This is an optimization exercise on Yosys and OpenROAD, whose aim is small area, a short achievable clock period and few clock cycles, not a production implementation. Only simulation tests tie the RTL to the original design; equivalence was not proved. Power and IR drop assume default switching activity.

==> design/flow/design.v <==
`timescale 1ns / 1ps
module alu(x, y, cin, sub, osum, oand, oxor, oor, opass, res, cout);
   input  [7:0] x;
   input  [7:0] y;
   input        cin;
   input        sub;
   input        osum, oand, oxor, oor, opass;
   output [7:0] res;
   output       cout;
   wire   [7:0] yy  = y ^ {8{sub}};
   wire   [7:0] g   = x & yy;
   wire   [7:0] p   = x ^ yy;
   wire         c0  = cin ^ sub;
   wire gl = g[3] | p[3] & g[2] | p[3] & p[2] & g[1] | p[3] & p[2] & p[1] & g[0];
   wire pl = &p[3:0];
   wire gh = g[7] | p[7] & g[6] | p[7] & p[6] & g[5] | p[7] & p[6] & p[5] & g[4];
   wire ph = &p[7:4];
   wire c4 = gl | pl & c0;
   wire [8:0] c;
   assign c[0] = c0;
   assign c[1] = g[0] | p[0] & c0;
   assign c[2] = g[1] | p[1] & g[0] | p[1] & p[0] & c0;
   assign c[3] = g[2] | p[2] & g[1] | p[2] & p[1] & g[0] | p[2] & p[1] & p[0] & c0;
   assign c[4] = c4;
   assign c[5] = g[4] | p[4] & c4;
   assign c[6] = g[5] | p[5] & g[4] | p[5] & p[4] & c4;
   assign c[7] = g[6] | p[6] & g[5] | p[6] & p[5] & g[4] | p[6] & p[5] & p[4] & c4;
   assign c[8] = gh | ph & gl | ph & pl & c0;
   assign cout = c[8] ^ sub;
   assign res = ({8{osum}}  & (p ^ c[7:0])) |
                ({8{oand}}  & g) |
                ({8{oxor}}  & p) |
                ({8{oor}}   & (p | g)) |
                ({8{opass}} & y);
endmodule
`timescale 1ns / 1ps
module cpu8080(addr, din, dout, readmem, writemem, readio, writeio, intr, inta,
               waitr, reset, clock);
   output [15:0] addr;
   input  [7:0]  din;
   output [7:0]  dout;
   output        readmem;
   output        writemem;
   output        readio;
   output        writeio;
   input         intr;
   output        inta;
   input         waitr;
   input         reset;
   input         clock;
   reg    [7:0]  ir;
   reg    [2:0]  step;       
   reg           intcyc;     
   reg           gap;        
   reg           take_q;     
   reg           ei;
   reg           eienb;
   reg           xs;         
   reg    [15:0] pc;
   reg    [15:0] sp;
   reg    [7:0]  W, Z;
   reg    [7:0]  rB, rC, rD, rE, rH, rL, rA;
   reg           fS, fAC, fCY;
   reg    [7:0]  fr;
   reg           fm, pZ, pP;
   wire          fZ = fm ? pZ : ~|fr;
   wire          fP = fm ? pP : ~^fr;
   reg           tc;         
   function [2:0] rmap;
      input [2:0] i;
      input       s;
      rmap = (s && (i[2] ^ i[1])) ? {~i[2], ~i[1], i[0]} : i;
   endfunction
   function [7:0] rsel;
      input [2:0] p;
      case (p)
         3'd0: rsel = rB;
         3'd1: rsel = rC;
         3'd2: rsel = rD;
         3'd3: rsel = rE;
         3'd4: rsel = rH;
         3'd5: rsel = rL;
         default: rsel = rA;
      endcase
   endfunction
   wire [2:0] ddd = ir[5:3];
   wire [7:0] flagbyte = {fS, fZ, 1'b0, fAC, 1'b0, fP, 1'b1, fCY};
   reg cond;
   always @(*)
      case (ddd)
         3'd0: cond = !fZ;
         3'd1: cond = fZ;
         3'd2: cond = !fCY;
         3'd3: cond = fCY;
         3'd4: cond = !fP;
         3'd5: cond = fP;
         3'd6: cond = !fS;
         default: cond = fS;
      endcase
   wire [2:0] nxt, alt;
   wire       usecond, hlt, pc_we, sp_we, sp_we_c, sp_m2, z_we, w_we, w_src;
   wire [1:0] z_src;
   wire       we, wdin, tc_we, daa, szp_alu, szp_din, xs_t;
   wire [2:0] widx, cy_sel;
   wire [1:0] ac_sel;
   cpu8080_ctl cur(.ir(ir), .step(step),
      .bus(), .asel(), .isel(), .dsrc(), .xz(), .xidx(), .ysrc(), .yidx(),
      .ksel(), .aop(), .acin(), .last(),
      .nxt(nxt), .alt(alt), .usecond(usecond), .hlt(hlt),
      .pc_we(pc_we), .sp_we(sp_we), .sp_we_c(sp_we_c), .sp_m2(sp_m2),
      .z_we(z_we), .w_we(w_we), .z_src(z_src), .w_src(w_src),
      .we(we), .widx(widx), .wdin(wdin), .tc_we(tc_we), .daa(daa),
      .szp_alu(szp_alu), .szp_din(szp_din), .ac_sel(ac_sel), .cy_sel(cy_sel),
      .xs_t(xs_t));
   reg    [2:0]  bus;
   reg    [2:0]  asel;       
   reg    [1:0]  isel;
   reg    [2:0]  dsrc;
   reg           xz;
   reg    [2:0]  xphys, yphys;
   reg           y_reg, y_z, y_w, y_k;             
   reg           k_06, k_60, k_ff, k_rr;           
   reg           a_sub, a_sum, a_and, a_xor, a_or, a_pass;
   reg    [1:0]  acin;
   reg           last;
   wire ackwait = intcyc && (bus == 3'd1) && !gap;
   wire rdop = (bus == 3'd1) || (bus == 3'd5);
   wire ack  = (bus == 3'd5) ? take_q : intcyc;
   assign readmem  = rdop && !ack;
   assign inta     = rdop && ack && !ackwait;
   assign writemem = (bus == 3'd2);
   assign readio   = (bus == 3'd3);
   assign writeio  = (bus == 3'd4);
   wire busy  = readmem || writemem || readio || writeio || inta;
   wire stall = waitr && busy;
   wire hold  = stall || ackwait;
   wire [7:0] ir_n   = last ? din : ir;
   wire [2:0] step_n = last ? 3'd1 :
                       (hlt && !(intr && ei)) ? step :
                       (usecond && !cond) ? alt : nxt;
   wire       xs_n   = xs ^ xs_t;
   wire [7:0] nir   = reset ? 8'h00 : ir_n;
   wire [2:0] nstep = reset ? 3'd0 : step_n;
   wire       nxs   = reset ? 1'b0 : xs_n;
   wire [2:0] n_bus, n_asel, n_dsrc, n_xidx, n_ysrc, n_yidx, n_ksel, n_aop;
   wire [1:0] n_isel, n_acin;
   wire       n_xz, n_last;
   cpu8080_ctl nx(.ir(nir), .step(nstep),
      .bus(n_bus), .asel(n_asel), .isel(n_isel), .dsrc(n_dsrc), .xz(n_xz),
      .xidx(n_xidx), .ysrc(n_ysrc), .yidx(n_yidx), .ksel(n_ksel), .aop(n_aop),
      .acin(n_acin), .last(n_last),
      .nxt(), .alt(), .usecond(), .hlt(), .pc_we(), .sp_we(), .sp_we_c(),
      .sp_m2(), .z_we(), .w_we(), .z_src(), .w_src(), .we(), .widx(),
      .wdin(), .tc_we(), .daa(), .szp_alu(), .szp_din(), .ac_sel(),
      .cy_sel(), .xs_t());
   always @(posedge clock)
      if (reset || !hold) begin
         bus   <= n_bus;
         asel  <= (nxs && n_asel == 3'd3) ? 3'd4 :
                  (nxs && n_asel == 3'd4) ? 3'd3 : n_asel;
         isel  <= n_isel;
         dsrc  <= n_dsrc;
         xz    <= n_xz;
         xphys <= rmap(n_xidx, nxs);
         yphys <= rmap(n_yidx, nxs);
         y_reg <= (n_ysrc == 3'd0);
         y_z   <= (n_ysrc == 3'd1);
         y_w   <= (n_ysrc == 3'd2);
         y_k   <= (n_ysrc == 3'd5);
         k_06  <= (n_ksel == 3'd1);
         k_60  <= (n_ksel == 3'd2);
         k_ff  <= (n_ksel == 3'd3);
         k_rr  <= (n_ksel == 3'd4);
         a_sub <= (n_aop == 3'd1);
         a_sum <= (n_aop == 3'd0 || n_aop == 3'd1);
         a_and <= (n_aop == 3'd2);
         a_xor <= (n_aop == 3'd3);
         a_or  <= (n_aop == 3'd4);
         a_pass <= (n_aop == 3'd5);
         acin  <= n_acin;
         last  <= n_last;
      end
   reg    [15:0] abus;
   always @(*)
      case (asel)
         3'd1:   abus = sp;
         3'd2:   abus = {rB, rC};
         3'd3:   abus = {rD, rE};
         3'd4:   abus = {rH, rL};
         3'd5:   abus = {W, Z};
         3'd6:  abus = {10'b0, ddd, 3'b000};
         default: abus = pc;
      endcase
   wire [1:0] iop = (last && take_q) ? 2'd2 : isel;
   reg  [15:0] idu;
   reg  [14:0] spd;
   integer k;
   always @(*) begin
      for (k = 0; k < 16; k = k + 1)
         idu[k] = abus[k] ^ ((iop == 2'd0) ? &(abus | ({16{1'b1}} << k)) :
                             (iop == 2'd1) ? ~|(abus & ~({16{1'b1}} << k)) :
                                               1'b0);
      for (k = 0; k < 15; k = k + 1)
         spd[k] = sp[k+1] ^ ~|(sp[15:1] & ~({15{1'b1}} << k));
   end
   wire [15:0] spm2 = {spd, sp[0]};
   wire [7:0] rX = rsel(xphys);
   wire [7:0] rY = rsel(yphys);
   wire [7:0] kon = ({8{k_06}} & 8'h06) | ({8{k_60}} & 8'h60) |
                    ({8{k_ff}} & 8'hff) |
                    ({8{k_rr}} & {ddd[1] ? fCY : rA[0], rA[7:1]});
   wire [7:0] aY = ({8{y_reg}} & rY) | ({8{y_z}} & Z) | ({8{y_w}} & W) |
                   ({8{y_k}} & kon);
   wire [7:0] aX = xz ? Z : rX;
   reg        aci;
   always @(*)
      case (acin)
         2'd1:   aci = 1'b1;
         2'd2:  aci = (ir[7:6] == 2'b00 && ir[2:0] == 3'b011) ? tc : fCY;
         2'd3:  aci = rA[7];
         default: aci = 1'b0;
      endcase
   wire [7:0] ares;
   wire       acout;
   alu alu(.x(aX), .y(aY), .cin(aci), .sub(a_sub), .osum(a_sum), .oand(a_and),
           .oxor(a_xor), .oor(a_or), .opass(a_pass), .res(ares), .cout(acout));
   reg  [7:0] dbus;
   always @(*)
      case (dsrc)
         3'd1:     dbus = Z;
         3'd2: dbus = flagbyte;
         3'd3:   dbus = pc[7:0];
         3'd4:   dbus = pc[15:8];
         default:  dbus = rX;
      endcase
   assign addr = abus;
   assign dout = dbus;
   wire din_push = (din[7:6] == 2'b11) && (din[3:0] == 4'b0101);
   wire din_rst  = (din[7:6] == 2'b11) && (din[2:0] == 3'b111);
   wire din_di   = (din == 8'hf3);
   wire din_ei   = (din == 8'hfb);
   wire ei_n = last ? ((eienb || (ei && !take_q)) && !din_di) : ei;
   wire daa_ok = (step == 3'd1) ? (rA[3:0] > 4'd9 || fAC) :
                                  (rA[7:4] > 4'd9 || fCY);
   wire daa_en = !daa || daa_ok;
   reg        cy_n;
   always @(*)
      case (cy_sel)
         3'd1:  cy_n = acout;
         3'd2: cy_n = 1'b0;
         3'd3:  cy_n = 1'b1;
         3'd4:  cy_n = !fCY;
         3'd6:   cy_n = rA[0];
         3'd7:  cy_n = din[0];
         default: cy_n = fCY;
      endcase
   wire [2:0] wphys = rmap(widx, xs);
   wire [7:0] wdata = wdin ? din : ares;
   wire       pc_en = pc_we && (last || !intcyc);
   wire       sp_en = sp_we || (sp_we_c && cond);
   always @(posedge clock) begin
      if (reset) begin
         step   <= 3'd0;
         ir     <= 8'h00;
         pc     <= 16'h0000;
         intcyc <= 1'b0;
         gap    <= 1'b0;
         take_q <= 1'b0;
         ei     <= 1'b1;
         eienb  <= 1'b0;
         xs     <= 1'b0;
      end else if (!stall) begin
         if (ackwait) gap <= 1'b1;
         else begin
            gap    <= 1'b0;
            take_q <= intr && ei_n;
            step   <= step_n;
            ei     <= ei_n;
            xs     <= xs_n;
            if (last) begin
               ir     <= din;
               intcyc <= take_q;
               eienb  <= din_ei;
            end
            if (pc_en) pc <= idu;
            if (last && (din_push || din_rst)) sp <= spm2;
            else if (sp_en) sp <= sp_m2 ? spm2 : idu;
            if (z_we)
               Z <= (z_src == 2'd1) ? idu[7:0] : (z_src == 2'd2) ? ares : din;
            if (w_we) W <= w_src ? idu[15:8] : din;
            if (szp_alu) begin
               fS <= ares[7]; fr <= ares; fm <= 1'b0;
            end else if (szp_din) begin
               fS <= din[7]; pZ <= din[6]; pP <= din[2]; fm <= 1'b1;
            end
            if (daa_en)
               case (ac_sel)
                  2'd1: fAC <= 1'b0;
                  2'd2: fAC <= acout;
                  2'd3: fAC <= din[4];
                  default: ;
               endcase
            if (daa_en) fCY <= cy_n;
            if (we && daa_en)
               case (wphys)
                  3'd0: rB <= wdata;
                  3'd1: rC <= wdata;
                  3'd2: rD <= wdata;
                  3'd3: rE <= wdata;
                  3'd4: rH <= wdata;
                  3'd5: rL <= wdata;
                  3'd7: rA <= wdata;
                  default: ;
               endcase
            if (tc_we) tc <= acout;
         end
      end
   end
endmodule
module cpu8080_ctl(ir, step, bus, asel, isel, dsrc, xz, xidx, ysrc, yidx, ksel,
                   aop, acin, last, nxt, alt, usecond, hlt, pc_we, sp_we,
                   sp_we_c, sp_m2, z_we, w_we, z_src, w_src, we, widx, wdin,
                   tc_we, daa, szp_alu, szp_din, ac_sel, cy_sel, xs_t);
   input  [7:0]  ir;
   input  [2:0]  step;
   output [2:0]  bus;        
   output [2:0]  asel;       
   output [1:0]  isel;       
   output [2:0]  dsrc;       
   output        xz;         
   output [2:0]  xidx;       
   output [2:0]  ysrc;       
   output [2:0]  yidx;       
   output [2:0]  ksel;       
   output [2:0]  aop;
   output [1:0]  acin;
   output        last;       
   output [2:0]  nxt;        
   output [2:0]  alt;        
   output        usecond;
   output        hlt;        
   output        pc_we;
   output        sp_we;
   output        sp_we_c;    
   output        sp_m2;      
   output        z_we, w_we;
   output [1:0]  z_src;      
   output        w_src;      
   output        we;         
   output [2:0]  widx;
   output        wdin;       
   output        tc_we;
   output        daa;        
   output        szp_alu, szp_din;
   output [1:0]  ac_sel;     
   output [2:0]  cy_sel;
   output        xs_t;       
   reg    [2:0]  bus, asel, dsrc, xidx, ysrc, yidx, ksel, aop, nxt, alt, widx;
   reg    [2:0]  cy_sel;
   reg    [1:0]  isel, acin, z_src, ac_sel;
   reg           xz, last, usecond, hlt, pc_we, sp_we, sp_we_c, sp_m2;
   reg           z_we, w_we, w_src, we, wdin, tc_we, daa, szp_alu, szp_din;
   reg           xs_t;
   wire [2:0] ddd = ir[5:3];
   wire [2:0] sss = ir[2:0];
   wire [1:0] rp  = ir[5:4];
   task fetch;
      input [2:0] a;
      begin
         last = 1'b1; bus = 3'd5; asel = a; isel = 2'd0; pc_we = 1'b1;
         nxt = 3'd1;
      end
   endtask
   task rdpc;
      begin
         bus = 3'd1; asel = 3'd0; pc_we = 1'b1;
      end
   endtask
   task aluop;
      begin
         xidx = 3'd7;
         case (ddd)
            3'd0: begin aop = 3'd0; acin = 2'd0; end
            3'd1: begin aop = 3'd0; acin = 2'd2; end
            3'd2: begin aop = 3'd1; acin = 2'd0; end
            3'd3: begin aop = 3'd1; acin = 2'd2; end
            3'd4: aop = 3'd2;
            3'd5: aop = 3'd3;
            3'd6: aop = 3'd4;
            default: begin aop = 3'd1; acin = 2'd0; end
         endcase
         we = (ddd != 3'd7); widx = 3'd7;
         szp_alu = 1'b1; ac_sel = 2'd1;
         cy_sel = (ddd[2] && ddd != 3'd7) ? 3'd2 : 3'd1;
      end
   endtask
   always @(*) begin
      bus = 3'd0; asel = 3'd0; isel = 2'd0;
      dsrc = 3'd0;
      xz = 1'b0; xidx = 3'd7; ysrc = 3'd0; yidx = sss; ksel = 3'd0;
      aop = 3'd5; acin = 2'd0;
      last = 1'b0;
      nxt = step + 3'd1; alt = 3'd0; usecond = 1'b0; hlt = 1'b0;
      pc_we = 1'b0; sp_we = 1'b0; sp_we_c = 1'b0; sp_m2 = 1'b0;
      z_we = 1'b0; w_we = 1'b0; z_src = 2'd0; w_src = 1'b0;
      we = 1'b0; widx = ddd; wdin = 1'b0; tc_we = 1'b0; daa = 1'b0;
      szp_alu = 1'b0; szp_din = 1'b0; ac_sel = 2'd0; cy_sel = 3'd0;
      xs_t = 1'b0;
      if (step == 3'd0) begin
         nxt = 3'd1;
      end else case (ir[7:6])
      2'b00: case (sss)
         3'b000: fetch(3'd0);  
         3'b001: if (!ir[3]) begin  
            case (step)
               3'd1, 3'd2: begin
                  rdpc;
                  if (rp == 2'b11) begin
                     if (step == 3'd1) z_we = 1'b1;
                     else w_we = 1'b1;
                  end else begin
                     we = 1'b1; wdin = 1'b1;
                     widx = {rp, (step == 3'd1)};
                  end
                  if (step == 3'd2 && rp != 2'b11) nxt = 3'd4;
               end
               3'd3: begin  
                  asel = 3'd5; isel = 2'd2; sp_we = 1'b1;
               end
               default: fetch(3'd0);
            endcase
         end else if (rp == 2'b11 && step == 3'd1) begin  
            asel = 3'd1; isel = 2'd2;
            z_we = 1'b1; w_we = 1'b1; z_src = 2'd1; w_src = 1'b1;
         end else begin  
            xidx = (step == 3'd1 || (rp == 2'b11 && step == 3'd2)) ? 3'd5 : 3'd4;
            aop = 3'd0;
            acin = (xidx == 3'd5) ? 2'd0 : 2'd2;
            if (rp == 2'b11) ysrc = (step == 3'd2) ? 3'd1 : 3'd2;
            else yidx = {rp, (step == 3'd1)};
            we = 1'b1; widx = xidx;
            cy_sel = 3'd1;
            if (xidx == 3'd4) fetch(3'd0);
         end
         3'b010: case (ddd)
            3'd0, 3'd2:  
               if (step == 3'd1) begin
                  bus = 3'd2; asel = ddd[1] ? 3'd3 : 3'd2;
                  xidx = 3'd7; dsrc = 3'd0;
               end else fetch(3'd0);
            3'd1, 3'd3:  
               if (step == 3'd1) begin
                  bus = 3'd1; asel = ddd[1] ? 3'd3 : 3'd2;
                  we = 1'b1; widx = 3'd7; wdin = 1'b1;
               end else fetch(3'd0);
            default:  
               case (step)
                  3'd1: begin rdpc; z_we = 1'b1; end
                  3'd2: begin rdpc; w_we = 1'b1; end
                  3'd3: begin
                     asel = 3'd5;
                     z_we = 1'b1; w_we = 1'b1; z_src = 2'd1; w_src = 1'b1;
                     if (ddd[0]) begin  
                        bus = 3'd1;
                        we = 1'b1; wdin = 1'b1;
                        widx = ddd[1] ? 3'd7 : 3'd5;
                     end else begin
                        bus = 3'd2;
                        xidx = ddd[1] ? 3'd7 : 3'd5; dsrc = 3'd0;
                     end
                     if (ddd[1]) nxt = 3'd5;
                  end
                  3'd4: begin
                     asel = 3'd5;
                     if (ddd[0]) begin
                        bus = 3'd1;
                        we = 1'b1; wdin = 1'b1; widx = 3'd4;
                     end else begin
                        bus = 3'd2;
                        xidx = 3'd4; dsrc = 3'd0;
                     end
                  end
                  default: fetch(3'd0);
               endcase
         endcase
         3'b011:  
            if (rp == 2'b11) begin
               if (step == 3'd1) begin
                  isel = ir[3] ? 2'd1 : 2'd0;
                  asel = 3'd1; sp_we = 1'b1;
               end else fetch(3'd0);
            end else begin
               xidx = {rp, (step == 3'd1)}; widx = xidx; we = 1'b1;
               ysrc = 3'd5; ksel = ir[3] ? 3'd3 : 3'd0; aop = 3'd0;
               if (step == 3'd1) begin
                  acin = ir[3] ? 2'd0 : 2'd1; tc_we = 1'b1;
               end else begin
                  acin = 2'd2; fetch(3'd0);
               end
            end
         3'b100, 3'b101:  
            if (ddd != 3'd6) begin
               xidx = ddd; ysrc = 3'd5; ksel = 3'd0; acin = 2'd1;
               aop = ir[0] ? 3'd1 : 3'd0;
               we = 1'b1; widx = ddd;
               szp_alu = 1'b1; ac_sel = 2'd1;
               fetch(3'd0);
            end else case (step)
               3'd1: begin
                  bus = 3'd1; asel = 3'd4;
                  z_we = 1'b1;
               end
               3'd2: begin
                  xz = 1'b1; ysrc = 3'd5; ksel = 3'd0; acin = 2'd1;
                  aop = ir[0] ? 3'd1 : 3'd0;
                  z_we = 1'b1; z_src = 2'd2;
                  szp_alu = 1'b1; ac_sel = 2'd1;
               end
               3'd3: begin
                  bus = 3'd2; asel = 3'd4; dsrc = 3'd1;
               end
               default: fetch(3'd0);
            endcase
         3'b110:  
            if (ddd != 3'd6) begin
               if (step == 3'd1) begin
                  rdpc;
                  we = 1'b1; wdin = 1'b1; widx = ddd;
               end else fetch(3'd0);
            end else case (step)
               3'd1: begin rdpc; z_we = 1'b1; end
               3'd2: begin
                  bus = 3'd2; asel = 3'd4; dsrc = 3'd1;
               end
               default: fetch(3'd0);
            endcase
         default: case (ddd)  
            3'd0, 3'd2: begin  
               xidx = 3'd7; yidx = 3'd7; aop = 3'd0;
               acin = ddd[1] ? 2'd2 : 2'd3; cy_sel = 3'd1;
               we = 1'b1; widx = 3'd7; fetch(3'd0);
            end
            3'd1, 3'd3: begin  
               cy_sel = 3'd6; ysrc = 3'd5; ksel = 3'd4;
               we = 1'b1; widx = 3'd7; fetch(3'd0);
            end
            3'd4: begin  
               xidx = 3'd7; ysrc = 3'd5; aop = 3'd0; acin = 2'd0;
               widx = 3'd7; we = 1'b1; daa = 1'b1;
               if (step == 3'd1) begin
                  ksel = 3'd1; ac_sel = 2'd2;
               end else begin
                  ksel = 3'd2; cy_sel = 3'd1;
                  fetch(3'd0);
               end
            end
            3'd5: begin  
               xidx = 3'd7; ysrc = 3'd5; ksel = 3'd3; aop = 3'd3;
               we = 1'b1; widx = 3'd7; fetch(3'd0);
            end
            3'd6: begin  
               cy_sel = 3'd3; fetch(3'd0);
            end
            default: begin  
               cy_sel = 3'd4; fetch(3'd0);
            end
         endcase
      endcase
      2'b01:
         if (ir[5:0] == 6'b110110) begin  
            if (step == 3'd1) hlt = 1'b1;
            else fetch(3'd0);
         end else if (sss == 3'd6) begin  
            if (step == 3'd1) begin
               bus = 3'd1; asel = 3'd4;
               we = 1'b1; wdin = 1'b1; widx = ddd;
            end else fetch(3'd0);
         end else if (ddd == 3'd6) begin  
            if (step == 3'd1) begin
               bus = 3'd2; asel = 3'd4; xidx = sss; dsrc = 3'd0;
            end else fetch(3'd0);
         end else begin  
            yidx = sss; aop = 3'd5;
            we = 1'b1; widx = ddd;
            fetch(3'd0);
         end
      2'b10:  
         if (sss == 3'd6 && step == 3'd1) begin
            bus = 3'd1; asel = 3'd4;
            z_we = 1'b1;
         end else begin
            ysrc = (sss == 3'd6) ? 3'd1 : 3'd0; yidx = sss;
            aluop;
            fetch(3'd0);
         end
      default: case (sss)  
         3'b000, 3'b001:  
            if (sss == 3'b001 && ir[3] && rp[1]) begin  
               if (rp[0]) begin  
                  if (step == 3'd1) begin
                     asel = 3'd4; isel = 2'd2; sp_we = 1'b1;
                  end else fetch(3'd0);
               end else  
                  fetch(3'd4);
            end else if (sss == 3'b001 && !ir[3]) begin  
               case (step)
                  3'd1: begin
                     bus = 3'd1; asel = 3'd1; sp_we = 1'b1;
                     if (rp == 2'b11) begin
                        szp_din = 1'b1; ac_sel = 2'd3; cy_sel = 3'd7;
                     end else begin
                        we = 1'b1; wdin = 1'b1; widx = {rp, 1'b1};
                     end
                  end
                  3'd2: begin
                     bus = 3'd1; asel = 3'd1; sp_we = 1'b1;
                     we = 1'b1; wdin = 1'b1;
                     widx = (rp == 2'b11) ? 3'd7 : {rp, 1'b0};
                  end
                  default: fetch(3'd0);
               endcase
            end else begin  
               case (step)
                  3'd1: begin
                     bus = 3'd1; asel = 3'd1; z_we = 1'b1;
                     if (sss == 3'b001) sp_we = 1'b1;
                     else begin
                        sp_we_c = 1'b1; usecond = 1'b1; alt = 3'd4;
                     end
                  end
                  3'd2: begin
                     bus = 3'd1; asel = 3'd1; sp_we = 1'b1;
                     w_we = 1'b1;
                  end
                  3'd3: fetch(3'd5);
                  default: fetch(3'd0);
               endcase
            end
         3'b010:  
            case (step)
               3'd1: begin rdpc; z_we = 1'b1; end
               3'd2: begin
                  rdpc; w_we = 1'b1;
                  usecond = 1'b1; alt = 3'd4;
               end
               3'd3: fetch(3'd5);
               default: fetch(3'd0);
            endcase
         3'b011: case (ddd)
            3'd0, 3'd1:  
               case (step)
                  3'd1: begin rdpc; z_we = 1'b1; end
                  3'd2: begin rdpc; w_we = 1'b1; end
                  default: fetch(3'd5);
               endcase
            3'd2, 3'd3:  
               case (step)
                  3'd1: begin rdpc; z_we = 1'b1; end
                  3'd2: begin
                     asel = 3'd5;
                     if (ddd[0]) begin
                        bus = 3'd3;
                        we = 1'b1; wdin = 1'b1; widx = 3'd7;
                     end else begin
                        bus = 3'd4; xidx = 3'd7; dsrc = 3'd0;
                     end
                  end
                  default: fetch(3'd0);
               endcase
            3'd4:  
               case (step)
                  3'd1: begin
                     bus = 3'd1; asel = 3'd1; sp_we = 1'b1;
                     z_we = 1'b1;
                  end
                  3'd2: begin
                     bus = 3'd1; asel = 3'd1; isel = 2'd1; sp_we = 1'b1;
                     w_we = 1'b1;
                  end
                  3'd3: begin
                     bus = 3'd2; asel = 3'd1; sp_we = 1'b1;
                     xidx = 3'd5; dsrc = 3'd0;
                     ysrc = 3'd1; aop = 3'd5;
                     we = 1'b1; widx = 3'd5;
                  end
                  3'd4: begin
                     bus = 3'd2; asel = 3'd1; isel = 2'd1; sp_we = 1'b1;
                     xidx = 3'd4; dsrc = 3'd0;
                     ysrc = 3'd2; aop = 3'd5;
                     we = 1'b1; widx = 3'd4;
                  end
                  default: fetch(3'd0);
               endcase
            3'd5: begin  
               xs_t = 1'b1; fetch(3'd0);
            end
            default: fetch(3'd0);  
         endcase
         3'b100, 3'b101:  
            if (sss == 3'b101 && !ir[3]) begin  
               case (step)
                  3'd1: begin
                     bus = 3'd2; asel = 3'd1; sp_we = 1'b1;
                     if (rp == 2'b11) dsrc = 3'd2;
                     else begin dsrc = 3'd0; xidx = {rp, 1'b1}; end
                  end
                  3'd2: begin
                     bus = 3'd2; asel = 3'd1; isel = 2'd1; sp_we = 1'b1;
                     dsrc = 3'd0;
                     xidx = (rp == 2'b11) ? 3'd7 : {rp, 1'b0};
                  end
                  default: fetch(3'd0);
               endcase
            end else begin  
               case (step)
                  3'd1: begin rdpc; z_we = 1'b1; end
                  3'd2: begin
                     rdpc; w_we = 1'b1; sp_m2 = 1'b1;
                     if (sss == 3'b101) sp_we = 1'b1;
                     else begin
                        sp_we_c = 1'b1; usecond = 1'b1; alt = 3'd5;
                     end
                  end
                  3'd3: begin
                     bus = 3'd2; asel = 3'd1; sp_we = 1'b1;
                     dsrc = 3'd3;
                  end
                  3'd4: begin
                     bus = 3'd2; asel = 3'd1; isel = 2'd1; sp_we = 1'b1;
                     dsrc = 3'd4;
                     nxt = 3'd6;
                  end
                  3'd5: fetch(3'd0);           
                  default: fetch(3'd5);
               endcase
            end
         3'b110:  
            if (step == 3'd1) begin
               rdpc; z_we = 1'b1;
            end else begin
               ysrc = 3'd1;
               aluop;
               fetch(3'd0);
            end
         default:  
            case (step)
               3'd1: begin
                  bus = 3'd2; asel = 3'd1; sp_we = 1'b1;
                  dsrc = 3'd3;
               end
               3'd2: begin
                  bus = 3'd2; asel = 3'd1; isel = 2'd1; sp_we = 1'b1;
                  dsrc = 3'd4;
               end
               default: fetch(3'd6);
            endcase
      endcase
      endcase
   end
endmodule
==> design/flow/run.sh <==
#!/bin/bash
# synth_recipe.tcl (not shown) runs the flow's synth.tcl, then flattens the netlist and writes it again
# the make line also repeats each setting of config.mk as NAME=value (left out here)
make -C /OpenROAD-flow-scripts/flow DESIGN_CONFIG=/design/flow/config.mk WORK_HOME=/design/flow/orfs CLKGATE_MAP_FILE= SYNTH_SCRIPT=/design/flow/synth_recipe.tcl finish
==> design/flow/config.mk <==
export PLATFORM = sky130hd
export DESIGN_NAME = cpu8080
export DESIGN_NICKNAME = cpu8080
export VERILOG_FILES = /design/flow/design.v
export SDC_FILE = /design/flow/constraint.sdc
export NUM_CORES = 4
export LEC_CHECK = 0
export ABC_AREA = 1
export CAP_MARGIN = 20
export CORE_MARGIN = 2
export CORE_UTILIZATION = 50
export SETUP_SLACK_MARGIN = 2.75
export SLEW_MARGIN = 20
==> design/flow/constraint.sdc <==
create_clock -name core_clock -period 7.0 [get_ports {clock}]
set_input_delay 1.4000 -clock core_clock [delete_from_list [all_inputs] [get_ports {clock}]]
set_output_delay 1.4000 -clock core_clock [all_outputs]
set_load 0.01 [all_outputs]
==> results.txt, run 1 <==
- Routed wl met2: 28160 µm
- Worst path required time: 7.17 ns
- Ys flop type: edfxtp_1
- Slew margin rel.: 25.15%
- Area Overhead vs Synth: 19.25%
- Cells after synthesis: 2051
- Filler cell count: approximately 2600
- Multiplexer area fraction after synthesis: less than 1%
- Initial antenna violation count: 2
- Worst Path Arrival: 4.56 ns
- Share of cells above drive strength 1: 14.88%
- Clock Tree Root: clkbuf_16
- Post-synthesis simple-gate area fraction: 26.03%
- Sequential cell area: between 0.004 and 0.005 mm²
- CTS Buffer Depth: 2
- All-layer global routing usage: between 40 and 50%
- TritonCTS clock tree: done
- 1st-iter DRT viols: 2621
- Clock sink count: 171
- Top flop regs: pc x16, sp x16
- Drt pass-1 iters: 10
- Routed wire length: 63710 µm
- Top routing layer used: met5
- Synth Cell Area: roughly 0.014 mm²
- DR vias: ~16000
- WS Path Type: register to register
- Synth Register Bits: 171
- Total leakage power: 6.877 nW
- Number of H-tree levels: 4
- Most common cell after layout, fill and taps aside: nand2_1
- Worst Max-Slew Pin Slew: 1.113 ns
- Peak Freq: 227.6 MHz
- Hold-fix buffers, CTS: 0
- Largest net degree at the start of global routing: 50
- Max FO, Critical Path: 6
- Total clock buffers created by CTS: 17
- CP endpoint kind: register
- WL met1: 22910 µm
- First-pass GRT wire length: 92080 µm
- Synth Area in Compound Gates: 23.38%
- Final min period: around 4.4 ns
- Total power draw: approximately 8.8 mW
- # IOs: 41
- Dpl cells: 2428
- Synth Area in Adders: 2.974%
- Met3 wire length: 7094 µm
- Sequential share of the synthesized area: 34.40%
- Setup violations, final: 0
- EDFF count, synth: 138
- Final nets: between 2000 and 2500
- FFs w/ async S/R, synth: 0%
- Final hold vios: 0
- Clk slew on worst S/H paths: 0.07 ns
- VDD IR max: 0.2562 mV
- Yosys warns: 2
- Multi-input logic area: 0.008468 mm²
- Layout Cells excl Fill: 2523
- Routed vias/inst: 6.519
- Antenna Nets Post-Route: 0
- Initial Util: between 50% and 60%
- Run status: no timing/DRC/antenna violations
- Vias in the first global route: 15030
- Syn avg cell area: slightly below 7 µm²
- Dpl hpwl: 47980 µm
- Die area: 0.02929 mm²
- Die width: roughly 170 µm
- Rows: 61
- Max Cap Viol: 0
- RSZ-0062 raised after global routing: true
- Largest family of logic cells by synthesized area: simple AND/OR/NAND/NOR gates
- Syn nets: 2095
- R2R cell count: 21
- Port buffer count: 40
- Total global routing overflow: 0
- Critical Path Start Type: register
- Post-Synth XOR/XNOR Area: 2.007%
- Die Y: 171.1 µm
- Utilization after layout: 60.28%
- Fin Clk Skew: 0.01524 ns
- Core area: 0.02763 mm²
- Routed WL per cell: 25.25 µm
- Pwr dens: around 530 mW/mm²
- Synth unique cells: between 50 and 60
- GP Congestion: 1.065
- Post-route DRC: 0
- Setup TNS: 0 ns
- Clk Latency, worst-skew pair: 0.45 ns
- Slew Limit Fails: 0
- Hold Path Cell Cnt: 2
- Most frequent cells in the layout: nand2_1, inv_1, nor2_1, o21ai_0, edfxtp_1
- Hold Crit Class: register to register
- Tcrit/Tclk final: 62.77%
[cells in the mapped netlist (4+ instances only)]
cell type    n  area (µm²)
buf_1        5       18.77
a31oi_1     15       93.84
o221ai_1    17       148.9
nand3b_1     4       30.03
nor4_1      12       75.07
a2111oi_0    4       35.03
dfxtp_1     33       660.6
o21ai_0    192       960.9
a22oi_1      9       67.56
o31ai_1     10       75.07
clkbuf_1    37       138.9
nor2_1     217       814.5
o2111ai_1   16       140.1
ha_1        30       375.4
nor3_1      35       175.2
nand2_2      6       37.54
o211ai_1    24       180.2
xor2_1      26       227.7
a32oi_1      4       35.03
buf_2       10       50.05
xnor2_1      6       52.55
nand3_1    100       500.5
a21oi_1    113       565.5
nor2_2      11       68.82
clkinv_1     4       15.01
o22ai_1     73       456.7
o21ai_1     15       75.07
a221oi_1    25       219.0
inv_2       24       90.09
edfxtp_1   138        4144
o311ai_0     6       52.55
nand2_1    448        1682
inv_1      328        1231
nand4_1     17       106.4
[metrics by stage]
step / instance area [µm²] / setup WS [ns] / hold slack, ns
3_3_place_gp: 14720 / 1.534 / 0.4504
4_1_cts: 15820 / 2.715 / 0.4721
5_1_grt: 16650 / 2.604 / 0.4983
6_report: 16660 / 2.606 / 0.4759
3_5_place_dp: 14720 / 1.638 / 0.4592
2_1_floorplan: 13970 / 3.265 / 0.4309
[routing by layer]
metal	global-route usage, %	vias to the layer above
li1	-	7202
met1	51.81	7521
met2	67.90	1334
met3	8.605	389
met4	29.26	2
met5	0	-
[worst max-delay path: stages (launching register included)]
cell and delay (ns):
edfxtp_1 0.58, nor2_2 0.06, inv_2 0.11, nor2_4 0.07, inv_2 0.10, o22ai_1 0.09
o311ai_2 0.41, nand2_2 0.26, xor2_2 0.23, ha_4 0.33, nand2_1 0.07, o21ai_2 0.17
nand2_2 0.09, nand2_2 0.09, nand2_2 0.06, nand2_2 0.09, inv_2 0.04, fa_1 0.37
xor2_1 0.17, o21ai_1 0.16, a22oi_2 0.36, o21ai_0 0.18
[repair_timing]
action / CTS / global route
pin swaps: 14 / 33
resized for setup: 110 / 139
cloned: 2 / 2
setup buffers: 20 / 38
setup endpoints to repair: 208 / 201
[power breakdown]
group,internal (mW),switching [mW],leakage [nW]
clock network,0.475,0.478,0.274
logic,1.86,4.18,5.00
registers,1.55,0.278,1.60
[cell families after synthesis]
group	after synthesis
DFF	171
adders and majority gates	32
muxes	1
AOI/OAI and AO/OA	542
and+or+nand+nor	864
xor gates and xnor gates	32
buffers and inverters	409
[path summary, 6_finish.rpt]
check	start	slack, ns	endpoint
max	yphys[1]	2.61	Z[5]
min	gap	0.48	gap
max reg2reg	yphys[1]	2.61	Z[5]
min reg2reg	gap	0.48	gap
[cell type report]
cell class,count,share of cell area (%)
sequential,171,28.90
timing repair buffer,110,5.619
clock buffer,17,2.554
inverter,356,8.256
clock inverter,15,0.9165
antenna,1,0.01502
tap,378,2.840
multi-input combinational,1473,50.84
timing repair inverter,2,0.06010
Testbench counts, summed over its fixed seeds: cycles 198,819.
==> run 2: changes to the inputs <==
--- a/design/flow/config.mk
+++ b/design/flow/config.mk
@@ -9,5 +9,5 @@
 export CAP_MARGIN = 20
 export CORE_MARGIN = 2
 export CORE_UTILIZATION = 50
-export SETUP_SLACK_MARGIN = 2.75
+export SETUP_SLACK_MARGIN = 2
 export SLEW_MARGIN = 20
==> run 2 against run 1 <==
Against the previous run:
- highest routed layer is now met4
- wire length is 3.9% lower
- critical path depth is 14 lower
- synthesized cell count unchanged
- utilization fell by 4.6 points
- die area did not move
- final area shrank 7.6%
- global-route usage shrank 0.86 points
- register-to-register slack worse by 0.33 ns
- critical endpoint is now dout[1]
- sequential power hardly changed
- still clean on timing, DRC and antenna
- clock power barely moved
- fmax decreased by 12%
- synthesized area stayed put
==> results.txt, run 2 <==
- Run status: no timing/DRC/antenna violations (unchanged)
- Sw frac: 56.28% (was 55.97%)
- Reg power frac: 22.6% (was 20.7%)
- Buf/Inv on CP: 3 (unchanged)
- Synth Area in Compound Gates: 23.38% (unchanged)
- Total leakage power: 6.502 nW (was 6.877 nW)
- EDFF count, synth: 138 (unchanged)
- Final hold vios: 0 (unchanged)
- Drt pass-1 iters: 8 (was 10)
- Synth unique cells: 57 (unchanged)
- Worst Max-Slew Pin Slew: 1.116 ns (was 1.113 ns)
- Initial Util: 50.55% (unchanged)
- Slew Limit Fails: 0 (unchanged)
- Total clock buffers created by CTS: 17 (unchanged)
- Clk slew on worst S/H paths: 0.08 ns (was 0.07 ns)
- Cells after synthesis: 2051 (unchanged)
- Ys flop type: edfxtp_1 (unchanged)
- GP Congestion: 1.065 (unchanged)
- Routed wire length: 61250 µm (was 63710 µm)
- TritonCTS clock tree: done (unchanged)
- Peak Freq: 200.2 MHz (was 227.6 MHz)
- VDD IR max: 0.2317 mV (was 0.2562 mV)
- # IOs: 41 (unchanged)
- Met1 Track Usage GR: 51.31% (was 51.81%)
- All-layer global routing usage: 41.72% (was 42.59%)
- Port buffer count: 40 (unchanged)
- Area Overhead vs Synth: 10.18% (was 19.25%)
- Top post-synthesis cells by area: edfxtp_1, nand2_1, inv_1 (unchanged)
- Vias in the first global route: 14750 (was 15030)
- Die width: 171.1 µm (unchanged)
- 1st-iter DRT viols: 2444 (was 2621)
- Antenna Nets Post-Route: 0 (unchanged)
- Initial antenna violation count: 0 (was 2)
- Share of cells above drive strength 1: 5.665% (was 14.88%)
- Cell with the most instances after synthesis: nand2_1 (unchanged)
- RSZ-0062 raised after global routing: true (unchanged)
- Critical-path cell list: nor3_2 > inv_1 > nand3_1 > clkinv_1 > a2111oi_0 > a21oi_1 > clkdlybuf4s50_1 (was nor2_2 > inv_2 > nor2_4 > inv_2 > o22ai_1 > o311ai_2 > nand2_2 > xor2_2 > ha_4 > nand2_1 > o21ai_2 > nand2_2 > nand2_2 > nand2_2 > nand2_2 > inv_2 > fa_1 > xor2_1 > o21ai_1 > a22oi_2 > o21ai_0)
- Sw power: 4.513 mW (was 4.937 mW)
- WS Path Type: register to output pin (was register to register)
- Met3 Use GR: 7.819% (was 8.605%)
- Post-synthesis simple-gate area fraction: 26.03% (unchanged)
- Max FO, Critical Path: 9 (was 6)
- Synth cell count leaders: nand2_1, inv_1, nor2_1, o21ai_0, edfxtp_1 (unchanged)
- Cell Int Power: 3.506 mW (was 3.884 mW)
- Most frequent cells in the layout: nand2_1, inv_1, nor2_1, o21ai_0, edfxtp_1 (unchanged)
- Setup violations, final: 0 (unchanged)
- Hold Crit Class: register to register (unchanged)
- Setup TNS: 0 ns (unchanged)
- Critical Path Start Type: register (unchanged)
- Die Y: 171.1 µm (unchanged)
- Synth Cell Area: 0.01397 mm² (unchanged)
- Core area: 0.02763 mm² (unchanged)
- Max incr delay on CP: 0.62 ns (was 0.58 ns)
- Final worst slack: 2.005 ns (was 2.606 ns)
- First-pass GRT wire length: 90170 µm (was 92080 µm)
- Worst slack, placed: 1.638 ns (unchanged)
- Syn nets: 2095 (unchanged)
- Multiplexer area fraction after synthesis: 0.07167% (unchanged)
- Clk Latency, worst-skew pair: 0.45 ns (about the same)
- FFs w/ async S/R, synth: 0% (unchanged)
- Rows: 61 (unchanged)
- Dpl hpwl: 47980 µm (unchanged)
- Top flop regs: pc x16, sp x16 (unchanged)
- Worst path required time: 5.60 ns (was 7.17 ns)
- Fin Clk Skew: 0.01716 ns (was 0.01524 ns)
- Total global routing overflow: 0 (unchanged)
- Gate power share: 65.5% (was 68.5%)
- Share of the synthesized area in the top cell type: 29.67% (unchanged)
- Clock sink count: 171 (unchanged)
- Max Cap Viol: 0 (unchanged)
- Routed WL per cell: 24.87 µm (was 25.25 µm)
- Pwr dens: 521.1 mW/mm² (was 529.6 mW/mm²)
- Largest family of logic cells by synthesized area: simple AND/OR/NAND/NOR gates (unchanged)
- Syn avg cell area: 6.810 µm² (unchanged)
- DR vias: 15920 (was 16450)
- Clock Tree Root: clkbuf_16 (unchanged)
- Clock power share: 11.9% (was 10.8%)
- Worst Path Arrival: 3.60 ns (was 4.56 ns)
- Hold-fix buffers, CTS: 0 (unchanged)
- Filler cell count: 2759 (was 2625)
- Tcrit/Tclk final: 71.36% (was 62.77%)
- Flop-to-flop setup slack: 2.28 ns (was 2.61 ns)
- Number of H-tree levels: 4 (unchanged)
- Sequential share of the synthesized area: 34.40% (unchanged)
- Largest net degree at the start of global routing: 50 (unchanged)
- Final nets: 2114 (was 2175)
- Delay-heaviest family, CP: buffers and inverters (was compound AO/OA/AOI/OAI gates)
- Post-Synth XOR/XNOR Area: 2.007% (unchanged)
- Met2 Track Usage GR: 67.48% (was 67.90%)
- Global route hottest layer: met2 (unchanged)
- Crit path max-delay cell type: a2111oi_0 (was edfxtp_1)
- Routed vias/inst: 6.463 (was 6.519)
- Yosys warns: 2 (unchanged)
- CP endpoint kind: output pin (was register)
- Synth Register Bits: 171 (unchanged)
- Slew margin rel.: 24.82% (was 25.15%)
- Post-route DRC: 0 (unchanged)
- Synth area leader: edfxtp_1 (unchanged)
- CTS Buffer Depth: 2 (unchanged)
- Most common cell after layout, fill and taps aside: nand2_1 (unchanged)
- Die area: 0.02929 mm² (unchanged)
- Synth Area in Adders: 2.974% (unchanged)
- Final min period: 4.995 ns (was 4.394 ns)
==> run 2: what timing repair did <==
action                                 CTS  global route
endpoints found under the hold margin    0             0
setup endpoints to repair                1            59
gates resized for setup                  1            17
pin swaps                                0             0
buffers inserted                         0             0
==> run 2: cell type report <==
| class | count | area [µm²] | area share [%] |
|---|---|---|---|
| multi-input combinational | 1471 | 7687 | 49.96 |
| inverter | 356 | 1340 | 8.708 |
| tap | 378 | 473.0 | 3.073 |
| clock buffer | 17 | 425.4 | 2.764 |
| sequential | 171 | 4806 | 31.23 |
| clock inverter | 15 | 152.6 | 0.9919 |
| antenna | 2 | 5.005 | 0.03252 |
| timing repair buffer | 53 | 499.2 | 3.244 |
==> run 2: per-layer routing <==
metal  share of wire, %  wire length (µm)  vias to the layer above
met1                 37             22450                     7322
met2                 45             27700                     1224
met4                7.3              4458                        0
met5                  0                 0                        -
li1                   -                 -                     7081
met3                 11              6634                      291
==> run 2: cell families after synthesis <==
| family | count (synthesis) |
|---|---|
| AOI/OAI and AO/OA | 542 |
| adders and majority gates | 32 |
| xor gates and xnor gates | 32 |
| and+or+nand+nor | 864 |
| DFF | 171 |
| buffers and inverters | 409 |
| muxes | 1 |
==> run 2: final timing paths <==
path	start	to	cells past startpoint
min	gap	gap	2
min reg2reg	gap	gap	2
max reg2reg	yphys[0]	rC[5]	20
max	dsrc[0]	dout[1]	7
==> run 2: worst reg2reg max path: cells and delay by family, from the launching register on <==
kind	cells	cell delay (ns)
and+or+nand+nor	9	1.13
DFF	1	0.44
xor gates and xnor gates	2	0.38
buffers and inverters	2	0.18
adders and majority gates	2	0.83
AOI/OAI and AO/OA	5	1.49
==> run 2: metrics by stage <==
step	total power [mW]	hold slack (ns)	std cells	util, %	instance area, µm²
final	8.019	0.4767	2463	55.70	15390
after global routing	8.387	0.4983	2461	55.68	15380
after CTS	7.681	0.4725	2460	55.39	15300
after detailed placement	6.730	0.4592	2428	53.28	14720
after global placement	6.673	0.4504	2427	53.27	14720
after floorplan	4.852	0.4309	2051	-	13970
==> run 2: power groups by stage <==
stage | clock, mW | sequential [mW] | combinational (mW)
6_report | 0.953 | 1.81 | 5.26
3_3_place_gp | 0 | 1.81 | 4.87
4_1_cts | 0.939 | 1.79 | 4.96
2_1_floorplan | 0 | 1.65 | 3.20
5_1_grt | 0.975 | 1.82 | 5.59
3_5_place_dp | 0 | 1.81 | 4.92
==> run 3: changes to the inputs <==
--- a/design/flow/config.mk
+++ b/design/flow/config.mk
@@ -9,5 +9,5 @@
 export CAP_MARGIN = 20
 export CORE_MARGIN = 2
 export CORE_UTILIZATION = 50
-export SETUP_SLACK_MARGIN = 2
+export SETUP_SLACK_MARGIN = 2.5
 export SLEW_MARGIN = 20
==> run 3 against run 2 <==
Against the previous run:
- still clean on timing, DRC and antenna
- sequential share of layout area down 1.2 points
- critical path depth grew 1
- setup slack better by 0.43 ns
- first-iteration DRC count rose by 0.86%
- critical path type unchanged
- critical endpoint is now addr[0]
- largest cell class unchanged
==> results.txt, run 3 <==
- DR vias: 16230 (was 15920)
- Setup TNS: 0 ns (unchanged)
- TritonCTS clock tree: done (unchanged)
- All-layer global routing usage: 42.32% (was 41.72%)
- Routed WL per cell: 25.06 µm (was 24.87 µm)
- Met1 Track Usage GR: 51.37% (was 51.31%)
- Met2 Track Usage GR: 67.62% (was 67.48%)
- Die width: 171.1 µm (unchanged)
- Syn avg cell area: 6.810 µm² (unchanged)
- Die area: 0.02929 mm² (unchanged)
- Max FO, Critical Path: 9 (unchanged)
- VDD IR max: 0.2395 mV (was 0.2317 mV)
- CP endpoint kind: output pin (unchanged)
- # IOs: 41 (unchanged)
- Routed wire length: 62520 µm (was 61250 µm)
- Filler cell count: 2700 (was 2759)
- Clock sink count: 171 (unchanged)
- Final nets: 2146 (was 2114)
- Worst path required time: 5.60 ns (about the same)
- Vias in the first global route: 14900 (was 14750)
- Slew margin rel.: 25.76% (was 24.82%)
- Cells after synthesis: 2051 (unchanged)
- Met3 Use GR: 8.998% (was 7.819%)
- Critical Path Source: asel[2] (was dsrc[0])
- Share of cells above drive strength 1: 10.40% (was 5.665%)
- Sequential share of the synthesized area: 34.40% (unchanged)
- CTS Buffer Depth: 2 (unchanged)
- Synth Register Bits: 171 (unchanged)
- Total leakage power: 6.703 nW (was 6.502 nW)
- FFs w/ async S/R, synth: 0% (unchanged)
- Multi-input logic area: 0.008065 mm² (was 0.007687 mm²)
- Slew Limit Fails: 0 (unchanged)
- Reg-to-reg startpoint: asel[2] (was yphys[0])
- Core area: 0.02763 mm² (unchanged)
- Antenna Nets Post-Route: 0 (unchanged)
- RSZ-0062 raised after global routing: true (unchanged)
- Worst Path Arrival: 3.17 ns (was 3.60 ns)
- Clk Latency, worst-skew pair: 0.45 ns (about the same)
- Pwr dens: 524.1 mW/mm² (was 521.1 mW/mm²)
- Port buffer count: 40 (unchanged)
- Hold Crit Class: register to register (unchanged)
- Synth Cell Area: 0.01397 mm² (unchanged)
- Yosys warns: 2 (unchanged)
- Final hold vios: 0 (unchanged)
- Synth cell count leaders: nand2_1, inv_1, nor2_1, o21ai_0, edfxtp_1 (unchanged)
- Top flop regs: pc x16, sp x16 (unchanged)
- Share of the synthesized area in the top cell type: 29.67% (unchanged)
- Post-route DRC: 0 (unchanged)
- Number of H-tree levels: 4 (unchanged)
- Ys flop type: edfxtp_1 (unchanged)
- Total global routing overflow: 0 (unchanged)
- Largest net degree at the start of global routing: 50 (unchanged)
- Dpl hpwl: 47980 µm (unchanged)
- Initial antenna violation count: 2 (was 0)
- Run status: no timing/DRC/antenna violations (unchanged)
- Dpl cells: 2428 (unchanged)
- Max Cap Viol: 0 (unchanged)
- Hold Startpoint: gap (unchanged)
- Most frequent cells in the layout: nand2_1, inv_1, nor2_1, o21ai_0, edfxtp_1 (unchanged)
- Setup violations, final: 0 (unchanged)
- Total clock buffers created by CTS: 17 (unchanged)
- Fin Clk Skew: 0.01556 ns (was 0.01716 ns)
- Routed vias/inst: 6.504 (was 6.463)
- Synth area leader: edfxtp_1 (unchanged)
- Top post-synthesis cells by area: edfxtp_1, nand2_1, inv_1 (unchanged)
- Area Overhead vs Synth: 14.69% (was 10.18%)
- Die Y: 171.1 µm (unchanged)
- Tcrit/Tclk final: 65.25% (was 71.36%)
- GP Congestion: 1.065 (unchanged)
- Cell with the most instances after synthesis: nand2_1 (unchanged)
- Layout Cells excl Fill: 2495 (was 2463)
- Drt pass-1 iters: 9 (was 8)
- Syn nets: 2095 (unchanged)
- Global route hottest layer: met2 (unchanged)
- Rows: 61 (unchanged)
- First-pass GRT wire length: 91460 µm (was 90170 µm)
- EDFF count, synth: 138 (unchanged)
- Initial Util: 50.55% (unchanged)
- Sequential cell area: 0.004808 mm² (was 0.004806 mm²)
- Final min period: 4.567 ns (was 4.995 ns)
- Clk slew on worst S/H paths: 0.07 ns (was 0.08 ns)
- Most common cell after layout, fill and taps aside: nand2_1 (unchanged)
- Peak Freq: 219.0 MHz (was 200.2 MHz)
- Critical Path Start Type: register (unchanged)
- Worst Max-Slew Pin Slew: 1.104 ns (was 1.116 ns)
- Clock Tree Root: clkbuf_16 (unchanged)
- Synth unique cells: 57 (unchanged)
- WS Path Type: register to output pin (unchanged)
- 1st-iter DRT viols: 2465 (was 2444)
[run 3: changes by cell type in the layout (fill, tap and decap cells not counted), moves of 6 or more]
cell	previous run	this run
buf_4	11	41
nor2_1	211	192
nor2_4	4	15
inv_1	328	318
nor2_2	16	24
o21ai_0	187	179
nand2_1	447	440
nand2_2	6	12
nand3_1	100	94
nor3_4	0	6
[run 3: worst paths after layout]
check / endpoint / slack (ns) / cells past startpoint
worst max-delay path: addr[0] / 2.43 / 8
worst max register to register: sp[11] / 2.56 / 20
worst min-delay path: gap / 0.47 / 2
worst min register to register: gap / 0.47 / 2
[run 3: per-stage QoR]
step / hold slack (ns) / total power [mW] / instance area, µm² / worst slack, ns / util [%]
final: 0.4722 / 8.395 / 16020 / 2.433 / 57.98
after global routing: 0.4983 / 8.766 / 16010 / 2.417 / 57.96
after CTS: 0.4725 / 7.760 / 15430 / 2.300 / 55.85
after detailed placement: 0.4592 / 6.730 / 14720 / 1.638 / 53.28
after global placement: 0.4504 / 6.673 / 14720 / 1.534 / 53.27
after floorplan: 0.4309 / 4.852 / 13970 / 3.265 / -
[run 3: metal layers]
layer	share of wire [%]	up-vias
li1	-	7136
met1	36	7420
met2	45	1321
met3	11	348
met4	8.1	2
met5	0.016	-
[run 3: final cells by class]
class | count | share of cell area, %
timing repair inverter | 1 | 0.03124
clock inverter | 15 | 0.9529
timing repair buffer | 83 | 4.530
tap | 378 | 2.952
sequential | 171 | 30.02
inverter | 356 | 8.482
clock buffer | 17 | 2.656
antenna | 2 | 0.03124
multi-input combinational | 1472 | 50.35
[run 3: where the power goes]
group	switching, mW	leakage, nW	internal (mW)
Clock	0.480	0.274	0.475
Combinational	3.97	4.83	1.66
Sequential	0.265	1.60	1.55
[run 3: critical path: stages (launching register included)]
cell and delay, ns:
edfxtp_1 0.54, inv_1 0.19, nand3_1 0.39, o22ai_1 0.40, nor2_1 0.09, o221ai_1 0.13
o21ai_0 0.28, inv_2 0.15, clkdlybuf4s50_1 0.54
[run 3: what timing repair did]
action / in CTS / in global routing
setup buffers: 0 / 31
gates resized for setup: 39 / 93
cloned: 2 / 0
setup endpoints to repair: 144 / 143
pin swaps: 1 / 16
hold buffers: 0 / 0
[run 3: logic make-up after synthesis]
family | count (synthesis) | synth area share (%)
simple gates | 864 | 26.03
flops | 171 | 34.40
fa+ha+maj | 32 | 2.974
mux | 1 | 0.07167
buf+inv | 409 | 11.13
xor+xnor | 32 | 2.007
compound gates | 542 | 23.38
==> run 4: changes to the inputs <==
--- a/design/flow/design.v
+++ b/design/flow/design.v
@@ -231,6 +231,7 @@
          3'd2: dbus = flagbyte;
          3'd3:   dbus = pc[7:0];
          3'd4:   dbus = pc[15:8];
+         3'd5:   dbus = ir[0] ? Z - 8'd1 : Z + 8'd1;
          default:  dbus = rX;
       endcase
    assign addr = abus;
@@ -511,14 +512,11 @@
                   z_we = 1'b1;
                end
                3'd2: begin
+                  bus = 3'd2; asel = 3'd4; dsrc = 3'd5;
                   xz = 1'b1; ysrc = 3'd5; ksel = 3'd0; acin = 2'd1;
                   aop = ir[0] ? 3'd1 : 3'd0;
-                  z_we = 1'b1; z_src = 2'd2;
                   szp_alu = 1'b1; ac_sel = 2'd1;
                end
-               3'd3: begin
-                  bus = 3'd2; asel = 3'd4; dsrc = 3'd1;
-               end
                default: fetch(3'd0);
             endcase
          3'b110:  
==> run 4 against run 3 <==
Against the previous run:
- still clean
- synthesized cell count grew 3.8%
- register-to-register slack better by 0.07 ns
- final area increased by 1.8%
- clock skew decreased by 0.0045 ns
- worst hold slack improved by 0.0041 ns
- critical path depth unchanged
- clock power fell by 1%
- largest cell class unchanged
==> results.txt, run 4 <==
- Routed vias/inst: 6.402 (was 6.504)
- Clock power share: 11.4% (about the same)
- All-layer global routing usage: 39.96% (was 42.32%)
- CTS Buffer Depth: 2 (unchanged)
- GP Congestion: 1.036 (was 1.065)
- Ys flop type: edfxtp_1 (unchanged)
- Core area: 0.02863 mm² (was 0.02763 mm²)
- Port buffer count: 40 (unchanged)
- R2R cell count: 19 (was 20)
- Clk slew on worst S/H paths: 0.07 ns (about the same)
- Clk Latency, worst-skew pair: 0.45 ns (about the same)
- Routed wire length: 61900 µm (was 62520 µm)
- Critical-path cell list: buf_4 > nand2_1 > inv_1 > o41ai_1 > nor2_1 > a2111oi_2 > inv_1 > clkbuf_2 (was inv_1 > nand3_1 > o22ai_1 > nor2_1 > o221ai_1 > o21ai_0 > inv_2 > clkdlybuf4s50_1)
- Final min period: 4.499 ns (was 4.567 ns)
- Post-route DRC: 0 (unchanged)
- Share of cells above drive strength 1: 9.266% (was 10.40%)
- Worst Max-Slew Pin Slew: 1.276 ns (was 1.104 ns)
- Reg power frac: 22.1% (was 21.6%)
- Top flop regs: pc x16, sp x16 (unchanged)
- Die width: 174.3 µm (was 171.1 µm)
- Final nets: 2218 (was 2146)
- WS Path Type: register to output pin (unchanged)
- Antenna Nets Post-Route: 0 (unchanged)
- Total leakage power: 6.973 nW (was 6.703 nW)
- Final hold vios: 0 (unchanged)
- Clock Tree Root: clkbuf_16 (unchanged)
- Hold Path Cell Cnt: 2 (unchanged)
- Cell Int Power: 3.670 mW (was 3.684 mW)
- Run status: no timing/DRC/antenna violations (unchanged)
- Synth Cell Area: 0.01451 mm² (was 0.01397 mm²)
- Largest net degree at the start of global routing: 51 (was 50)
- Cells after synthesis: 2129 (was 2051)
- Synth area leader: edfxtp_1 (unchanged)
- Setup violations, final: 0 (unchanged)
- Slew margin rel.: 14.04% (was 25.76%)
- Routed WL per cell: 24.13 µm (was 25.06 µm)
- Die area: 0.03039 mm² (was 0.02929 mm²)
- Yosys warns: 2 (unchanged)
- Synth Register Bits: 171 (unchanged)
- Clock sink count: 171 (unchanged)
- Setup TNS: 0 ns (unchanged)
- Critical Path Start Type: register (unchanged)
- Sw power: 4.595 mW (was 4.711 mW)
- CP endpoint kind: output pin (unchanged)
- Max FO, Critical Path: 6 (was 9)
- Tcrit/Tclk final: 64.27% (was 65.25%)
- First-pass GRT wire length: 91870 µm (was 91460 µm)
- Syn nets: 2180 (was 2095)
- Area Overhead vs Synth: 12.43% (was 14.69%)
- Max Cap Viol: 0 (unchanged)
- Crit path max-delay cell type: o41ai_1 (was edfxtp_1)
- Initial Util: 50.68% (was 50.55%)
- VDD IR max: 0.2453 mV (was 0.2395 mV)
- Vias in the first global route: 15310 (was 14900)
- Die Y: 174.3 µm (was 171.1 µm)
- Most frequent cells in the layout: nand2_1, inv_1, nor2_1, o21ai_0, edfxtp_1 (unchanged)
- Fin Clk Skew: 0.01107 ns (was 0.01556 ns)
- # IOs: 41 (unchanged)
- Crit. path cell count: 8 (unchanged)
- TritonCTS clock tree: done (unchanged)
- Sequential share of the synthesized area: 33.12% (was 34.40%)
- Dpl cells: 2516 (was 2428)
- Cell with the most instances after synthesis: nand2_1 (unchanged)
- Syn avg cell area: 6.814 µm² (was 6.810 µm²)
- Drt pass-1 iters: 8 (was 9)
- Total clock buffers created by CTS: 17 (unchanged)
- Share of the synthesized area in the top cell type: 28.57% (was 29.67%)
- DR vias: 16420 (was 16230)
- Delay-heaviest family, CP: compound AO/OA/AOI/OAI gates (was buffers and inverters)
- EDFF count, synth: 138 (unchanged)
- Most frequent CP cell: inv_1
- Synth cell count leaders: nand2_1, inv_1, nor2_1, o21ai_0, edfxtp_1 (unchanged)
- Synth unique cells: 65 (was 57)
- Gate power share: 66.4% (was 67.0%)
- Worst Path Arrival: 3.10 ns (was 3.17 ns)
- Number of H-tree levels: 4 (unchanged)
- RSZ-0062 raised after global routing: true (unchanged)
- Max incr delay on CP: 0.88 ns (was 0.54 ns)
- Top post-synthesis cells by area: edfxtp_1, nand2_1, inv_1 (unchanged)
- Dpl hpwl: 48480 µm (was 47980 µm)
- Hold Crit Class: register to register (unchanged)
- Total global routing overflow: 0 (unchanged)
- Initial antenna violation count: 3 (was 2)
- Sw frac: 55.59% (was 56.12%)
- Utilization after layout: 56.98% (was 57.98%)
- FFs w/ async S/R, synth: 0% (unchanged)
- Pwr dens: 506.8 mW/mm² (was 524.1 mW/mm²)
- Most common cell after layout, fill and taps aside: nand2_1 (unchanged)
- Total power draw: 8.265 mW (was 8.395 mW)
- WHS: 0.4763 ns (was 0.4722 ns)
- Peak Freq: 222.3 MHz (was 219.0 MHz)
- Rows: 62 (was 61)
- Slew Limit Fails: 0 (unchanged)
- Layout Cells excl Fill: 2565 (was 2495)
- Worst path required time: 5.60 ns (about the same)
- 1st-iter DRT viols: 2076 (was 2465)
- Buf/Inv on CP: 4 (was 3)
- Flop-to-flop setup slack: 2.63 ns (was 2.56 ns)
[run 4: cell count changes after synthesis, moves of 6 or more]
cell and delta:
nand2_2 +10, a221oi_1 -7, ha_1 +6, clkbuf_1 -6, nand3_1 +24, o22ai_1 +22, o221ai_1 -12, nand4_1 +7
inv_1 +18, buf_4 +7, inv_2 -9
[run 4: worst reg2reg max path, stage by stage (launching register included)]
cell and delay [ns]:
edfxtp_1 0.52, inv_1 0.19, nor2_1 0.08, inv_1 0.26, o22ai_1 0.16, o41ai_1 0.61, nand2_1 0.24, xor2_1 0.24
inv_1 0.07, ha_1 0.31, nand2_1 0.08, nand2_1 0.08, inv_1 0.05, fa_1 0.37, xnor2_1 0.14, nand2_1 0.07
nand4_1 0.18, nand2_2 0.16, o21ai_0 0.10, buf_4 0.19
[run 4: path summary, 6_finish.rpt]
kind / from / end
max: xphys[2] / dout[7]
min: gap / gap
max reg2reg: yphys[2] / rA[5]
min reg2reg: gap / gap
[run 4: what timing repair did]
action	4_1_cts	5_1_grt
hold endpoints to repair	0	0
gates resized for setup	33	61
pin swaps	3	8
setup buffers	3	12
hold buffers	0	0
cloned	0	0
endpoints found under the setup margin	72	119
[run 4: logic make-up (layout without fill, tap and decap cells)]
logic type / Yosys count / after routing / share of synthesized area, %
AOI/OAI and AO/OA: 537 / 537 / 22.13
xor gates and xnor gates: 36 / 36 / 2.174
adders and majority gates: 39 / 39 / 3.519
buffers and inverters: 424 / 475 / 11.45
DFF: 171 / 171 / 33.12
muxes: 1 / 1 / 0.07762
other: 0 / 1 / 0
and+or+nand+nor: 921 / 921 / 27.52
[run 4: final cells by class]
class | instances | area (µm²)
multi-input cells | 1534 | 8359
fillers | 2778 | 12320
clock inverters | 15 | 153.9
clock buffers | 17 | 425.4
inverters | 367 | 1394
repair buffers | 76 | 685.7
flip-flops and latches | 171 | 4808
diodes | 1 | 2.502
well taps | 384 | 480.5
[run 4: per-layer routing]
| metal | vias up | track usage [%] | share of wire, % |
|---|---|---|---|
| li1 | 7348 | - | - |
| met1 | 7616 | 49.36 | 37 |
| met2 | 1171 | 63.87 | 45 |
| met3 | 282 | 7.065 | 9.8 |
| met4 | 4 | 27.00 | 7.9 |
| met5 | - | 0 | 0.050 |
[run 4: power by group through the flow]
stage                     Combinational (mW)  Clock [mW]  Sequential (mW)
after global routing                    5.88       0.974             1.84
after detailed placement                5.04           0             1.82
after CTS                               5.12       0.935             1.80
after global placement                  4.98           0             1.82
after floorplan                         3.30           0             1.64
final                                   5.49       0.943             1.83
[run 4: stage by stage]
step	setup WS (ns)	instance area, µm²
after floorplan	3.027	14510
after detailed placement	1.760	15280
after global routing	2.373	16310
final	2.501	16310
after CTS	2.415	15970
after global placement	1.660	15280
Testbench counts of run 4, summed over its fixed seeds: cycles 196,450.

afterwards: timing with drivers on the ports:
The flow's constraints put no driver on any port. The routed layouts listed below were extracted and timed again, unchanged, in two steps.
Step 1: set_driving_cell puts a clkbuf_16 on clock and a buf_2 on each other input, an assumption about the parent block.
Step 2 times the ports against the registers' clock, not the clock port: input delays grow and output delays shrink by t, the midpoint of the rising clock arrivals with the driver on.
a / b / c = ideal ports / drivers / drivers and shift; a / b = the first two.
run | shift t [ns] | setup WS [ns] | latest minus earliest clock arrival (ns)
run 1 | 0.499 | 2.606 / 2.606 / 2.332 | 0.015 / 0.015
run 2 | 0.497 | 2.005 / 1.952 / 1.675 | 0.017 / 0.017
run 3 | 0.499 | 2.433 / 2.380 / 2.050 | 0.016 / 0.016
run 4 | 0.496 | 2.501 / 2.448 / 2.147 | 0.011 / 0.011
After both steps every run listed still meets setup and hold. For run 3, which loses most, drivers alone change the setup slack by -0.053 ns; drivers and shift together by -0.383 ns.
